Source: an optimization exercise on an open RTL-to-GDS flow (aim: small area and a short achievable clock period). Production flows keep margins and buffers that such runs may drop.
Function was not checked in any run shown here: the RTL went through the layout flow alone.
Power figures rest on the tool's default switching activity, not on a simulated workload.

==> flow/config.mk <==
export PLATFORM = sky130hd
export DESIGN_NAME = divider
export DESIGN_NICKNAME = divider
export VERILOG_FILES = /design/flow/design.v
export SDC_FILE = /design/flow/constraint.sdc
export NUM_CORES = 8
export LEC_CHECK = 0
export CAP_MARGIN = 20
export CORE_MARGIN = 2
export CORE_UTILIZATION = 40
export SLEW_MARGIN = 20
==> flow/run.sh <==
#!/bin/bash
# synth_recipe.tcl (not shown) runs the flow's synth.tcl, then flattens the netlist and writes it again
# the make line also repeats each setting of config.mk as NAME=value (left out here)
make -C /OpenROAD-flow-scripts/flow DESIGN_CONFIG=/design/flow/config.mk WORK_HOME=/design/flow/orfs CLKGATE_MAP_FILE= SYNTH_SCRIPT=/design/flow/synth_recipe.tcl finish
==> flow/constraint.sdc <==
create_clock -name core_clock -period 8.0 [get_ports {clk}]
set_input_delay 1.6000 -clock core_clock [delete_from_list [all_inputs] [get_ports {clk}]]
set_output_delay 1.6000 -clock core_clock [all_outputs]
set_load 0.01 [all_outputs]
==> flow/design.v <==
module divider
(
    input              clk,
    input              reset,
    input  [31:0]      A,
    input  [31:0]      B,
    input              start,
    input  [7:0]       Physical_address_in,
    input  [31:0]      PC_in,
    input              divider_op_in,
    output             divide_zero_exception,
    output [31:0]      Result,
    output [7:0]       Physical_address_out,
    output [31:0]      PC_out,
    output             done
);
    wire [31:0] x0 = A;
    wire [31:0] d0 = B;
    wire        v0 = start;
    wire        op0 = divider_op_in;
    wire        z0 = (A != 32'd0) && (B == 32'd0);
    wire [7:0]  pa0 = Physical_address_in;
    wire [31:0] pc0 = PC_in;
    wire [31:0] x0_0 = x0;
    wire [0:0] m0_0 = x0_0[31:31];
    wire hz0_0 = ~|d0[31:1];
    wire [1:0] df0_0 = {1'b0, m0_0} - {1'b0, d0[0:0]};
    wire qb0_0 = hz0_0 & ~df0_0[1];
    wire [0:0] t0_0 = qb0_0 ? df0_0[0:0] : m0_0;
    wire [31:0] x0_1 = {t0_0, x0_0[30:0]};
    wire [1:0] m0_1 = x0_1[31:30];
    wire hz0_1 = ~|d0[31:2];
    wire [2:0] df0_1 = {1'b0, m0_1} - {1'b0, d0[1:0]};
    wire qb0_1 = hz0_1 & ~df0_1[2];
    wire [1:0] t0_1 = qb0_1 ? df0_1[1:0] : m0_1;
    wire [31:0] x0_2 = {t0_1, x0_1[29:0]};
    wire [2:0] m0_2 = x0_2[31:29];
    wire hz0_2 = ~|d0[31:3];
    wire [3:0] df0_2 = {1'b0, m0_2} - {1'b0, d0[2:0]};
    wire qb0_2 = hz0_2 & ~df0_2[3];
    wire [2:0] t0_2 = qb0_2 ? df0_2[2:0] : m0_2;
    wire [31:0] x0_3 = {t0_2, x0_2[28:0]};
    wire [3:0] m0_3 = x0_3[31:28];
    wire hz0_3 = ~|d0[31:4];
    wire [4:0] df0_3 = {1'b0, m0_3} - {1'b0, d0[3:0]};
    wire qb0_3 = hz0_3 & ~df0_3[4];
    wire [3:0] t0_3 = qb0_3 ? df0_3[3:0] : m0_3;
    wire [31:0] x0_4 = {t0_3, x0_3[27:0]};
    wire [3:0] qn0 = {qb0_0, qb0_1, qb0_2, qb0_3};
    reg [31:0] x1, d1;
    reg [3:0] q1;
    reg v1, op1, z1;
    reg [7:0] pa1;
    reg [31:0] pc1;
    always @(posedge clk) begin
        x1 <= x0_4;
        d1 <= d0;
        q1 <= qn0;
        op1 <= op0;
        z1 <= z0;
        pa1 <= pa0;
        pc1 <= pc0;
        v1 <= v0 & ~reset;
    end
    wire [31:0] x1_0 = x1;
    wire [4:0] m1_0 = x1_0[31:27];
    wire hz1_0 = ~|d1[31:5];
    wire [5:0] df1_0 = {1'b0, m1_0} - {1'b0, d1[4:0]};
    wire qb1_0 = hz1_0 & ~df1_0[5];
    wire [4:0] t1_0 = qb1_0 ? df1_0[4:0] : m1_0;
    wire [31:0] x1_1 = {t1_0, x1_0[26:0]};
    wire [5:0] m1_1 = x1_1[31:26];
    wire hz1_1 = ~|d1[31:6];
    wire [6:0] df1_1 = {1'b0, m1_1} - {1'b0, d1[5:0]};
    wire qb1_1 = hz1_1 & ~df1_1[6];
    wire [5:0] t1_1 = qb1_1 ? df1_1[5:0] : m1_1;
    wire [31:0] x1_2 = {t1_1, x1_1[25:0]};
    wire [6:0] m1_2 = x1_2[31:25];
    wire hz1_2 = ~|d1[31:7];
    wire [7:0] df1_2 = {1'b0, m1_2} - {1'b0, d1[6:0]};
    wire qb1_2 = hz1_2 & ~df1_2[7];
    wire [6:0] t1_2 = qb1_2 ? df1_2[6:0] : m1_2;
    wire [31:0] x1_3 = {t1_2, x1_2[24:0]};
    wire [7:0] m1_3 = x1_3[31:24];
    wire hz1_3 = ~|d1[31:8];
    wire [8:0] df1_3 = {1'b0, m1_3} - {1'b0, d1[7:0]};
    wire qb1_3 = hz1_3 & ~df1_3[8];
    wire [7:0] t1_3 = qb1_3 ? df1_3[7:0] : m1_3;
    wire [31:0] x1_4 = {t1_3, x1_3[23:0]};
    wire [7:0] qn1 = {q1, qb1_0, qb1_1, qb1_2, qb1_3};
    reg [31:0] x2, d2;
    reg [7:0] q2;
    reg v2, op2, z2;
    reg [7:0] pa2;
    reg [31:0] pc2;
    always @(posedge clk) begin
        x2 <= x1_4;
        d2 <= d1;
        q2 <= qn1;
        op2 <= op1;
        z2 <= z1;
        pa2 <= pa1;
        pc2 <= pc1;
        v2 <= v1 & ~reset;
    end
    wire [31:0] x2_0 = x2;
    wire [8:0] m2_0 = x2_0[31:23];
    wire hz2_0 = ~|d2[31:9];
    wire [9:0] df2_0 = {1'b0, m2_0} - {1'b0, d2[8:0]};
    wire qb2_0 = hz2_0 & ~df2_0[9];
    wire [8:0] t2_0 = qb2_0 ? df2_0[8:0] : m2_0;
    wire [31:0] x2_1 = {t2_0, x2_0[22:0]};
    wire [9:0] m2_1 = x2_1[31:22];
    wire hz2_1 = ~|d2[31:10];
    wire [10:0] df2_1 = {1'b0, m2_1} - {1'b0, d2[9:0]};
    wire qb2_1 = hz2_1 & ~df2_1[10];
    wire [9:0] t2_1 = qb2_1 ? df2_1[9:0] : m2_1;
    wire [31:0] x2_2 = {t2_1, x2_1[21:0]};
    wire [10:0] m2_2 = x2_2[31:21];
    wire hz2_2 = ~|d2[31:11];
    wire [11:0] df2_2 = {1'b0, m2_2} - {1'b0, d2[10:0]};
    wire qb2_2 = hz2_2 & ~df2_2[11];
    wire [10:0] t2_2 = qb2_2 ? df2_2[10:0] : m2_2;
    wire [31:0] x2_3 = {t2_2, x2_2[20:0]};
    wire [11:0] m2_3 = x2_3[31:20];
    wire hz2_3 = ~|d2[31:12];
    wire [12:0] df2_3 = {1'b0, m2_3} - {1'b0, d2[11:0]};
    wire qb2_3 = hz2_3 & ~df2_3[12];
    wire [11:0] t2_3 = qb2_3 ? df2_3[11:0] : m2_3;
    wire [31:0] x2_4 = {t2_3, x2_3[19:0]};
    wire [11:0] qn2 = {q2, qb2_0, qb2_1, qb2_2, qb2_3};
    reg [31:0] x3, d3;
    reg [11:0] q3;
    reg v3, op3, z3;
    reg [7:0] pa3;
    reg [31:0] pc3;
    always @(posedge clk) begin
        x3 <= x2_4;
        d3 <= d2;
        q3 <= qn2;
        op3 <= op2;
        z3 <= z2;
        pa3 <= pa2;
        pc3 <= pc2;
        v3 <= v2 & ~reset;
    end
    wire [31:0] x3_0 = x3;
    wire [12:0] m3_0 = x3_0[31:19];
    wire hz3_0 = ~|d3[31:13];
    wire [13:0] df3_0 = {1'b0, m3_0} - {1'b0, d3[12:0]};
    wire qb3_0 = hz3_0 & ~df3_0[13];
    wire [12:0] t3_0 = qb3_0 ? df3_0[12:0] : m3_0;
    wire [31:0] x3_1 = {t3_0, x3_0[18:0]};
    wire [13:0] m3_1 = x3_1[31:18];
    wire hz3_1 = ~|d3[31:14];
    wire [14:0] df3_1 = {1'b0, m3_1} - {1'b0, d3[13:0]};
    wire qb3_1 = hz3_1 & ~df3_1[14];
    wire [13:0] t3_1 = qb3_1 ? df3_1[13:0] : m3_1;
    wire [31:0] x3_2 = {t3_1, x3_1[17:0]};
    wire [14:0] m3_2 = x3_2[31:17];
    wire hz3_2 = ~|d3[31:15];
    wire [15:0] df3_2 = {1'b0, m3_2} - {1'b0, d3[14:0]};
    wire qb3_2 = hz3_2 & ~df3_2[15];
    wire [14:0] t3_2 = qb3_2 ? df3_2[14:0] : m3_2;
    wire [31:0] x3_3 = {t3_2, x3_2[16:0]};
    wire [15:0] m3_3 = x3_3[31:16];
    wire hz3_3 = ~|d3[31:16];
    wire [16:0] df3_3 = {1'b0, m3_3} - {1'b0, d3[15:0]};
    wire qb3_3 = hz3_3 & ~df3_3[16];
    wire [15:0] t3_3 = qb3_3 ? df3_3[15:0] : m3_3;
    wire [31:0] x3_4 = {t3_3, x3_3[15:0]};
    wire [15:0] qn3 = {q3, qb3_0, qb3_1, qb3_2, qb3_3};
    reg [31:0] x4, d4;
    reg [15:0] q4;
    reg v4, op4, z4;
    reg [7:0] pa4;
    reg [31:0] pc4;
    always @(posedge clk) begin
        x4 <= x3_4;
        d4 <= d3;
        q4 <= qn3;
        op4 <= op3;
        z4 <= z3;
        pa4 <= pa3;
        pc4 <= pc3;
        v4 <= v3 & ~reset;
    end
    wire [31:0] x4_0 = x4;
    wire [16:0] m4_0 = x4_0[31:15];
    wire hz4_0 = ~|d4[31:17];
    wire [17:0] df4_0 = {1'b0, m4_0} - {1'b0, d4[16:0]};
    wire qb4_0 = hz4_0 & ~df4_0[17];
    wire [16:0] t4_0 = qb4_0 ? df4_0[16:0] : m4_0;
    wire [31:0] x4_1 = {t4_0, x4_0[14:0]};
    wire [17:0] m4_1 = x4_1[31:14];
    wire hz4_1 = ~|d4[31:18];
    wire [18:0] df4_1 = {1'b0, m4_1} - {1'b0, d4[17:0]};
    wire qb4_1 = hz4_1 & ~df4_1[18];
    wire [17:0] t4_1 = qb4_1 ? df4_1[17:0] : m4_1;
    wire [31:0] x4_2 = {t4_1, x4_1[13:0]};
    wire [18:0] m4_2 = x4_2[31:13];
    wire hz4_2 = ~|d4[31:19];
    wire [19:0] df4_2 = {1'b0, m4_2} - {1'b0, d4[18:0]};
    wire qb4_2 = hz4_2 & ~df4_2[19];
    wire [18:0] t4_2 = qb4_2 ? df4_2[18:0] : m4_2;
    wire [31:0] x4_3 = {t4_2, x4_2[12:0]};
    wire [19:0] m4_3 = x4_3[31:12];
    wire hz4_3 = ~|d4[31:20];
    wire [20:0] df4_3 = {1'b0, m4_3} - {1'b0, d4[19:0]};
    wire qb4_3 = hz4_3 & ~df4_3[20];
    wire [19:0] t4_3 = qb4_3 ? df4_3[19:0] : m4_3;
    wire [31:0] x4_4 = {t4_3, x4_3[11:0]};
    wire [19:0] qn4 = {q4, qb4_0, qb4_1, qb4_2, qb4_3};
    reg [31:0] x5, d5;
    reg [19:0] q5;
    reg v5, op5, z5;
    reg [7:0] pa5;
    reg [31:0] pc5;
    always @(posedge clk) begin
        x5 <= x4_4;
        d5 <= d4;
        q5 <= qn4;
        op5 <= op4;
        z5 <= z4;
        pa5 <= pa4;
        pc5 <= pc4;
        v5 <= v4 & ~reset;
    end
    wire [31:0] x5_0 = x5;
    wire [20:0] m5_0 = x5_0[31:11];
    wire hz5_0 = ~|d5[31:21];
    wire [21:0] df5_0 = {1'b0, m5_0} - {1'b0, d5[20:0]};
    wire qb5_0 = hz5_0 & ~df5_0[21];
    wire [20:0] t5_0 = qb5_0 ? df5_0[20:0] : m5_0;
    wire [31:0] x5_1 = {t5_0, x5_0[10:0]};
    wire [21:0] m5_1 = x5_1[31:10];
    wire hz5_1 = ~|d5[31:22];
    wire [22:0] df5_1 = {1'b0, m5_1} - {1'b0, d5[21:0]};
    wire qb5_1 = hz5_1 & ~df5_1[22];
    wire [21:0] t5_1 = qb5_1 ? df5_1[21:0] : m5_1;
    wire [31:0] x5_2 = {t5_1, x5_1[9:0]};
    wire [22:0] m5_2 = x5_2[31:9];
    wire hz5_2 = ~|d5[31:23];
    wire [23:0] df5_2 = {1'b0, m5_2} - {1'b0, d5[22:0]};
    wire qb5_2 = hz5_2 & ~df5_2[23];
    wire [22:0] t5_2 = qb5_2 ? df5_2[22:0] : m5_2;
    wire [31:0] x5_3 = {t5_2, x5_2[8:0]};
    wire [23:0] m5_3 = x5_3[31:8];
    wire hz5_3 = ~|d5[31:24];
    wire [24:0] df5_3 = {1'b0, m5_3} - {1'b0, d5[23:0]};
    wire qb5_3 = hz5_3 & ~df5_3[24];
    wire [23:0] t5_3 = qb5_3 ? df5_3[23:0] : m5_3;
    wire [31:0] x5_4 = {t5_3, x5_3[7:0]};
    wire [23:0] qn5 = {q5, qb5_0, qb5_1, qb5_2, qb5_3};
    reg [31:0] x6, d6;
    reg [23:0] q6;
    reg v6, op6, z6;
    reg [7:0] pa6;
    reg [31:0] pc6;
    always @(posedge clk) begin
        x6 <= x5_4;
        d6 <= d5;
        q6 <= qn5;
        op6 <= op5;
        z6 <= z5;
        pa6 <= pa5;
        pc6 <= pc5;
        v6 <= v5 & ~reset;
    end
    wire [31:0] x6_0 = x6;
    wire [24:0] m6_0 = x6_0[31:7];
    wire hz6_0 = ~|d6[31:25];
    wire [25:0] df6_0 = {1'b0, m6_0} - {1'b0, d6[24:0]};
    wire qb6_0 = hz6_0 & ~df6_0[25];
    wire [24:0] t6_0 = qb6_0 ? df6_0[24:0] : m6_0;
    wire [31:0] x6_1 = {t6_0, x6_0[6:0]};
    wire [25:0] m6_1 = x6_1[31:6];
    wire hz6_1 = ~|d6[31:26];
    wire [26:0] df6_1 = {1'b0, m6_1} - {1'b0, d6[25:0]};
    wire qb6_1 = hz6_1 & ~df6_1[26];
    wire [25:0] t6_1 = qb6_1 ? df6_1[25:0] : m6_1;
    wire [31:0] x6_2 = {t6_1, x6_1[5:0]};
    wire [26:0] m6_2 = x6_2[31:5];
    wire hz6_2 = ~|d6[31:27];
    wire [27:0] df6_2 = {1'b0, m6_2} - {1'b0, d6[26:0]};
    wire qb6_2 = hz6_2 & ~df6_2[27];
    wire [26:0] t6_2 = qb6_2 ? df6_2[26:0] : m6_2;
    wire [31:0] x6_3 = {t6_2, x6_2[4:0]};
    wire [27:0] m6_3 = x6_3[31:4];
    wire hz6_3 = ~|d6[31:28];
    wire [28:0] df6_3 = {1'b0, m6_3} - {1'b0, d6[27:0]};
    wire qb6_3 = hz6_3 & ~df6_3[28];
    wire [27:0] t6_3 = qb6_3 ? df6_3[27:0] : m6_3;
    wire [31:0] x6_4 = {t6_3, x6_3[3:0]};
    wire [27:0] qn6 = {q6, qb6_0, qb6_1, qb6_2, qb6_3};
    reg [31:0] x7, d7;
    reg [27:0] q7;
    reg v7, op7, z7;
    reg [7:0] pa7;
    reg [31:0] pc7;
    always @(posedge clk) begin
        x7 <= x6_4;
        d7 <= d6;
        q7 <= qn6;
        op7 <= op6;
        z7 <= z6;
        pa7 <= pa6;
        pc7 <= pc6;
        v7 <= v6 & ~reset;
    end
    wire [31:0] x7_0 = x7;
    wire [28:0] m7_0 = x7_0[31:3];
    wire hz7_0 = ~|d7[31:29];
    wire [29:0] df7_0 = {1'b0, m7_0} - {1'b0, d7[28:0]};
    wire qb7_0 = hz7_0 & ~df7_0[29];
    wire [28:0] t7_0 = qb7_0 ? df7_0[28:0] : m7_0;
    wire [31:0] x7_1 = {t7_0, x7_0[2:0]};
    wire [29:0] m7_1 = x7_1[31:2];
    wire hz7_1 = ~|d7[31:30];
    wire [30:0] df7_1 = {1'b0, m7_1} - {1'b0, d7[29:0]};
    wire qb7_1 = hz7_1 & ~df7_1[30];
    wire [29:0] t7_1 = qb7_1 ? df7_1[29:0] : m7_1;
    wire [31:0] x7_2 = {t7_1, x7_1[1:0]};
    wire [30:0] m7_2 = x7_2[31:1];
    wire hz7_2 = ~|d7[31:31];
    wire [31:0] df7_2 = {1'b0, m7_2} - {1'b0, d7[30:0]};
    wire qb7_2 = hz7_2 & ~df7_2[31];
    wire [30:0] t7_2 = qb7_2 ? df7_2[30:0] : m7_2;
    wire [31:0] x7_3 = {t7_2, x7_2[0:0]};
    wire [31:0] m7_3 = x7_3[31:0];
    wire hz7_3 = 1'b1;
    wire [32:0] df7_3 = {1'b0, m7_3} - {1'b0, d7[31:0]};
    wire qb7_3 = hz7_3 & ~df7_3[32];
    wire [31:0] t7_3 = qb7_3 ? df7_3[31:0] : m7_3;
    wire [31:0] x7_4 = t7_3;
    wire [31:0] qn7 = {q7, qb7_0, qb7_1, qb7_2, qb7_3};
    reg [31:0] res_r;
    reg v_r, z_r;
    reg [7:0] pa_r;
    reg [31:0] pc_r;
    always @(posedge clk) begin
        res_r <= op7 ? qn7 : x7_4;
        z_r <= z7;
        pa_r <= pa7;
        pc_r <= pc7;
        v_r <= v7 & ~reset;
    end
    assign Result = res_r;
    assign divide_zero_exception = z_r;
    assign Physical_address_out = pa_r;
    assign PC_out = pc_r;
    assign done = v_r;
endmodule
==> summary.md, run 1 <==
| Metric | Value |
|---|---|
| Crit path largest cell delay | `about 0.45 ns` |
| Synth Instances | `5,347` |
| DR iter-0 viols | `2,669` |
| Worst slew margin | `23.1%` |
| CTS Buf Count | `97` |
| HP Class | `flip-flop to flip-flop` |
| # H-tree levels | `3` |
| Syn Area/Cell | `9.38 um^2` |
| Post-synth EDFFs | `0` |
| Skew-Pair Late Insertion Delay | `around 0.73 ns` |
| RePlAce Congestion | `0.975` |
| Post-layout nets | `8,269` |
| Die Footprint | `128,000 um^2` |
| CTS clk-pin slew, worst paths | `0.07 ns` |
| Synth Area in Simple Gates | `12.2%` |
| GR Overflow Total | `0` |
| Initial antenna violation count | `6` |
| Critical path class | `flip-flop to flip-flop` |
| Final Util | `a little over three fifths` |
| Vias in the first global route | `~46k` |
| #FFs+latches synth | `935` |
| Largest net degree at the start of global routing | `43` |
| Maximum VDD drop | `0.213 mV` |
| Count of final hold-check violations | `0` |
| Core Region | `124,000 um^2` |
| CP Max Fanout | `7` |
| Cell Area, Synth | `between 50,000 and 60,000 um^2` |
| Post-synthesis mux area share | `7.60%` |
| Antenna viol nets, final | `1` |
| Die Y | `between 300 and 400 um` |
| CP dominant cell by count | `buf_12` |
| Crit path max-delay family | `compound AO/OA/AOI/OAI gates` |
| CTS tree | `built` |
| Failed layout checks | `antenna rules, setup timing` |
| Max Slew Vio Count | `0` |
| Synthesized Nets | `between 6k and 7k` |
| Ys flop type | `dfxtp_1` |
| Main combinational cell family by area after synthesis | `compound AO/OA/AOI/OAI gates` |
| Io pins | `182` |
| Multi-input gate area | `33,600 um^2` |
| Row count | `129` |
| Area after DPL | `69,400 um^2` |
| Final setup viols | `137` |
| Starting density of the core | `40.4%` |
| Number of fill cells | `10.2k` |
| Post-layout min period | `10.37 ns` |
| Final worst-path setup slack | `-2.37 ns` |
| DP Cell Count | `between 8k and 9k` |
| Max clock buf depth | `3` |
| Non-Filler Instances | `just over 9k` |
| DR WL/cell | `around 18 um` |
| First-pass GRT wire length | `~250,000 um` |
| Chip width | `358 um` |
| Root buffer cell | `clkbuf_16` |
| CP Buf/Inv Count | `8` |
| Vias per std cell | `5.07` |
| Adder and majority gate portion of the synthesized area | `14.4%` |
| Critical Path RT | `8.55 ns` |
| Fin area | `77,600 um^2` |
| RSZ-0062 raised after global routing | `yes` |
| Setup TNS | `-217.02 ns` |
| Share of post-route cells with drive strength above 1 | `41.0%` |
| Drt pass-1 iters | `6` |
| Remaining DRCs | `0` |
| Period utilisation layout | `130%` |
| Sink Count | `935` |
| Startpoint types | `flip-flop` |
| Worst Tran Pin Value | `1.14 ns` |
| Status | `complete, but fails checks` |
| Vias | `47.3k` |
| Post-synthesis compound-gate area fraction | `18.6%` |
| Max-cap viol count | `0` |
| Port buffer count | `~180` |
| XOR/XNOR Fraction of Synth Area | `6.20%` |
| Fmax | `slightly below 100 MHz` |
| Register area | `18,800 um^2` |
| CP max stage cell | `a2111o_1` |
| CP endpoint kind | `flip-flop` |
| P&R area growth vs syn | `54.8%` |
| Netlist cell types | `94` |
| Arrival @ worst endpoint | `10.92 ns` |
| Total power divided by cell area | `199 nW/um^2` |
| Synth async-reset ratio | `0%` |
| Sequential element share of the synthesized area | `37.3%` |
| GRT Util Overall | `about 24%` |
| P_leak | `roughly 0.036 uW` |
| Drt total wl | `163,000 um` |
| DP HPWL | `approximately 130,000 um` |
| Clock Skew | `0.0617 ns` |
| Yosys warnings | `1` |
routing by layer:
layer / vias to the layer above / global-route usage (%) / share of wire, %
met5: - / 0 / 0
met4: 0 / 8.24 / 3.5
met3: 249 / 3.13 / 4.1
met2: 928 / 42.1 / 48
met1: 22400 / 31.2 / 45
li1: 23700 / - / -
cells in the mapped netlist, drive strengths merged (53+ instances only):
cell | instances | area share, %
nor2 | 367 | 2.7
xnor2 | 244 | 4.3
inv | 389 | 2.9
a21o | 147 | 2.2
ha | 527 | 13
clkbuf | 63 | 0.47
a21oi | 415 | 4.2
nand2 | 269 | 2.0
nor2b | 94 | 1.2
nand3 | 89 | 0.89
and3 | 54 | 0.67
mux2i | 60 | 1.2
xor2 | 111 | 1.9
nand2b | 58 | 0.72
o21a | 101 | 1.5
a31oi | 63 | 0.83
dfxtp | 935 | 37
o21ai | 276 | 2.8
mux2 | 280 | 6.4
nor4 | 53 | 0.66
nor3 | 94 | 0.94
logic make-up after synthesis:
group,after synthesis
AOI/OAI and AO/OA,1427
and+or+nand+nor,1252
DFF,935
adders and majority gates,558
buffers and inverters,480
xor gates and xnor gates,355
muxes,340
where the power goes:
part / internal [uW] / switching [uW] / leakage (uW) / total (uW)
clock: 2730 / 2030 / 0.00167 / 4760
combinational: 2960 / 2600 / 0.0267 / 5560
sequential: 4930 / 173 / 0.00784 / 5100
total: 10600 / 4800 / 0.0362 / 15400
cell type report:
type / instances / area share (%)
Timing Repair inverter: 1 / 0.00806
Timing Repair Buffer: 2246 / 23.5
Clock buffer: 130 / 3.59
Inverter: 389 / 1.93
Tap cell: 1637 / 2.64
Multi-Input combinational cell: 3933 / 43.3
Antenna cell: 8 / 0.0258
Sequential cell: 935 / 24.2
Clock inverter: 50 / 0.864
per-stage QoR:
| stage | worst slack [ns] | hold slack (ns) | power (uW) |
|---|---|---|---|
| final | -2.37 | 0.294 | 15400 |
| after global routing | -2.71 | 0.293 | 16200 |
| after CTS | -2.30 | 0.297 | 15100 |
| after detailed placement | -3.11 | 0.312 | 10000 |
| after global placement | -3.12 | 0.310 | 9950 |
| after floorplan | -1.93 | 0.310 | 7810 |
cells in the final DEF (no fill, tap or decap), types with 22 or more instances in the layout:
cell type        instances
a211oi_1                32
a21o_1                 147
a21oi_1                321
a21oi_2                 72
a21oi_4                 22
a31oi_1                 43
and3_1                  46
buf_12                  39
buf_4                 1953
buf_6                   61
clkbuf_16              107
clkdlybuf4s50_1        181
dfxtp_1                896
dfxtp_2                 32
ha_1                   450
ha_4                    69
inv_1                  361
mux2_2                 174
mux2_4                 106
mux2i_1                 44
nand2_1                251
nand2b_1                54
nand3_1                 79
nand4_1                 36
nor2_1                 337
nor2b_1                 74
nor3_1                  82
nor4_1                  43
o211ai_1                38
o21a_1                  99
o21ai_0                180
o21ai_1                 38
o21ai_2                 48
o21bai_1                46
o31a_1                  24
o31ai_1                 25
or2_2                   39
or3_1                   28
xnor2_1                243
xor2_1                 111
worst paths after layout:
check,from,end,slack (ns),cells after the start
max reg2reg,d6[1],x7[21],-2.37,47
min reg2reg,pa4[5],pa5[5],0.29,0
min,pa4[5],pa5[5],0.29,0
max,d6[1],x7[21],-2.37,47
what timing repair did:
action                                  CTS  global route
setup buffers                           103           115
endpoints found under the setup margin  137           144
resized for setup                       248           387
gates cloned                              8             8
pin swaps                               129           188
hold buffers                              0             0
==> inputs of run 2 (changes only) <==
--- a/flow/config.mk
+++ b/flow/config.mk
@@ -5,6 +5,7 @@
 export SDC_FILE = /design/flow/constraint.sdc
 export NUM_CORES = 8
 export LEC_CHECK = 0
+export ABC_AREA = 1
 export CAP_MARGIN = 20
 export CORE_MARGIN = 2
 export CORE_UTILIZATION = 40
==> summary.md, run 2 <==
| Metric | Value |
|---|---|
| Endpoint, Worst Hold | `pc3[30]` |
| #FFs+latches synth | `a little over 900` |
| Hold Crit Depth | `0` |
| Worst hold slack | `0.301 ns` |
| Final setup viols | `0` |
| CTS clk-pin slew, worst paths | `roughly 0.070 ns` |
| Share of post-route cells with drive strength above 1 | `20.9%` |
| Non-Filler Instances | `approximately 11k` |
| Port buffer count | `181` |
| R2R Setup Slk | `0.25 ns` |
| DP HPWL | `165,000 um` |
| Antenna viol nets, final | `0` |
| CP Max Fanout | `11` |
| Synth Instances | `7,707` |
| Post-layout min period | `7.75 ns` |
| P&R area growth vs syn | `34.7%` |
| Worst slack at placement | `-0.467 ns` |
| CTS tree | `built` |
| Clock Skew | `0.0443 ns` |
| Post-layout nets | `9,820` |
| Max clock buf depth | `3` |
| Sink Count | `935` |
| Chip width | `376 um` |
| Drt total wl | `199,000 um` |
| FF-to-FF End | `x6[27]` |
| Final worst-path setup slack | `0.252 ns` |
| DR WL/cell | `18.0 um` |
| Maximum VDD drop | `0.166 mV` |
| DR iter-0 viols | `3,469` |
| Die Footprint | `141,000 um^2` |
| CP endpoint kind | `flip-flop` |
| Final Util | `54.3%` |
| Total power divided by cell area | `205 nW/um^2` |
| Max Slew Vio Count | `0` |
| Drt pass-1 iters | `6` |
| Die Y | `376 um` |
| Remaining DRCs | `0` |
| CTS hold repair buffers | `0` |
| RePlAce Congestion | `1.05` |
| Netlist cell types | `59` |
| Critical path class | `flip-flop to flip-flop` |
| Cell Area, Synth | `between 50,000 and 60,000 um^2` |
| CP max stage cell | `dfxtp_2` |
| P_leak | `roughly 0.037 uW` |
| CP dominant cell by count | `nand2_1` |
| Vias | `55.2k` |
| Root buffer cell | `clkbuf_16` |
| Pwr Total | `15,300 uW` |
| Most common library cells after synthesis | `nand2_1 (2,067), inv_1 (971), dfxtp_1 (935)` |
| HP Class | `flip-flop to flip-flop` |
| Largest net degree at the start of global routing | `34` |
| Cell taking the most area after synthesis | `dfxtp_1` |
| Row count | `136` |
| Crit path largest cell delay | `0.42 ns` |
| Initial antenna violation count | `7` |
| FF-to-FF Start | `d5[19]` |
| Most common cell in the netlist | `nand2_1` |
| Synth async-reset ratio | `0%` |
| Met3 Track Usage GR | `2.81%` |
| Core Region | `137,000 um^2` |
| Number of fill cells | `13.2k` |
| GRT Util Overall | `between 20% and 30%` |
| Largest cells by area after synthesis | `dfxtp_1 (34%), nand2_1 (14%), ha_1 (12%), inv_1 (6.6%), nand3_1 (5.5%)` |
| Worst Reg-to-Reg Cells | `53` |
| Ys flop type | `dfxtp_1` |
| Skew-Pair Late Insertion Delay | `approximately 0.73 ns` |
| Io pins | `182` |
| Met1 usage | `a little over a third` |
| Met2 usage in global routing | `46.0%` |
| Sequential element share of the synthesized area | `33.8%` |
| Vias in the first global route | `53.4k` |
| Vias per std cell | `about 5` |
| Critical Path RT | `8.61 ns` |
| Yosys warnings | `1` |
| Startpoint types | `flip-flop` |
| CTS Buf Count | `99` |
| Synthesized Nets | `8,373` |
| Highest-count cells in the layout ignoring fill and taps | `nand2_1 (2,007), buf_4 (1,200), inv_1 (948)` |
| GR Overflow Total | `0` |
| GR peak layer | `met2` |
| # H-tree levels | `3` |
| Worst Tran Pin Value | `0.907 ns` |
| Most common cell after layout, fill and taps aside | `nand2_1` |
| Fmax | `between 100 and 150 MHz` |
| Arrival @ worst endpoint | `8.35 ns` |
| First-pass GRT wire length | `around 300,000 um` |
| Period utilisation layout | `96.8%` |
| Worst Hold Launch | `pc2[30]` |
| Status | `complete, no violations` |
| Worst slew margin | `38.9%` |
| Post-synth EDFFs | `0` |
| Share of the synthesized area in the top cell type | `33.8%` |
| Syn Area/Cell | `7.18 um^2` |
| Starting density of the core | `40.3%` |
| Count of final hold-check violations | `0` |
| Max-cap viol count | `0` |
| DP Cell Count | `between 10k and 15k` |
run 2: power breakdown:
| group | leakage [uW] | switching [uW] | internal [uW] |
|---|---|---|---|
| registers | 0.00784 | 187 | 4930 |
| clock network | 0.00166 | 2020 | 2790 |
| logic | 0.0279 | 2930 | 2420 |
| total | 0.0374 | 5130 | 10100 |
run 2: cell families (layout without fill, tap and decap cells):
group | count (synthesis) | after routing | share of synthesized area [%]
xor gates and xnor gates | 352 | 352 | 5.57
buffers and inverters | 1081 | 2608 | 7.75
other | 0 | 2 | 0
adders and majority gates | 558 | 558 | 13.0
DFF | 935 | 935 | 33.8
AOI/OAI and AO/OA | 1181 | 1181 | 12.1
and+or+nand+nor | 3600 | 3600 | 27.8
run 2: metrics by stage:
step	instance area, um^2	TNS [ns]
after global placement	68100	-19.44
after detailed placement	68100	-21.59
after floorplan	55300	0
final	74500	0
after global routing	74500	-4.29
after CTS	71800	0
run 2: repair_timing:
action,in CTS,in global routing
setup endpoints to repair,86,141
gates resized for setup,49,492
buffers inserted,1,50
cloned,0,14
pin swaps,2,81
run 2: worst max-delay path by stage:
stage              to  depth (start not counted)    from
2_1_floorplan  x6[20]                         61   d5[1]
3_3_place_gp   x6[12]                         58  d5[12]
3_5_place_dp   x6[14]                         58  d5[12]
4_1_cts        x6[14]                         52  x5[11]
5_1_grt        x5[18]                         53   d4[4]
6_report       x6[27]                         53  d5[19]
run 2: cell type report:
class	count	area (um^2)	share of cell area [%]
timing repair buffer	1436	11900	16.0
inverter	990	3780	5.07
sequential	935	18800	25.2
multi-input combinational	5691	34300	46.1
antenna	2	5.00	0.00672
clock buffer	126	2730	3.66
clock inverter	55	763	1.02
tap	1794	2240	3.01
timing repair inverter	1	7.51	0.0101
run 2: routing by layer:
metal  share of wire, %  up-vias
met4                4.4        0
met3                4.4      396
met5                  0        -
met1                 44    25300
li1                   -    28100
met2                 47     1352
run 2: worst max-delay path, delay by kind of cell, from the launching register on:
kind	cells	cell delay (ns)
fa+ha+maj	4	1.41
simple gates	32	3.30
flops	1	0.42
compound gates	9	1.39
buf+inv	8	1.09

[re-timing with driven ports]
The flow's constraints put no driver on any port. The routed layouts listed below were extracted and timed again, unchanged, in two steps. Step 1, drivers: a clkbuf_16 drives clk and a buf_2 each remaining input, both assumed. Step 2 adds t to the input delays and takes it off the output delays; t is the mean of the earliest and latest rising clock arrival at the registers after step 1. Input paths then give back, and output paths get back, about the clock's delay inside the block. Slacks: no drivers / after step 1 / after step 2; pairs: no drivers / after step 1.
run | shift t [ns] | slack for setup (ns) | worst setup path after step 2
run 1 | 0.771 | -2.367 / -2.367 / -2.367 | register to register
run 2 | 0.785 | 0.252 / 0.252 / 0.252 | register to register
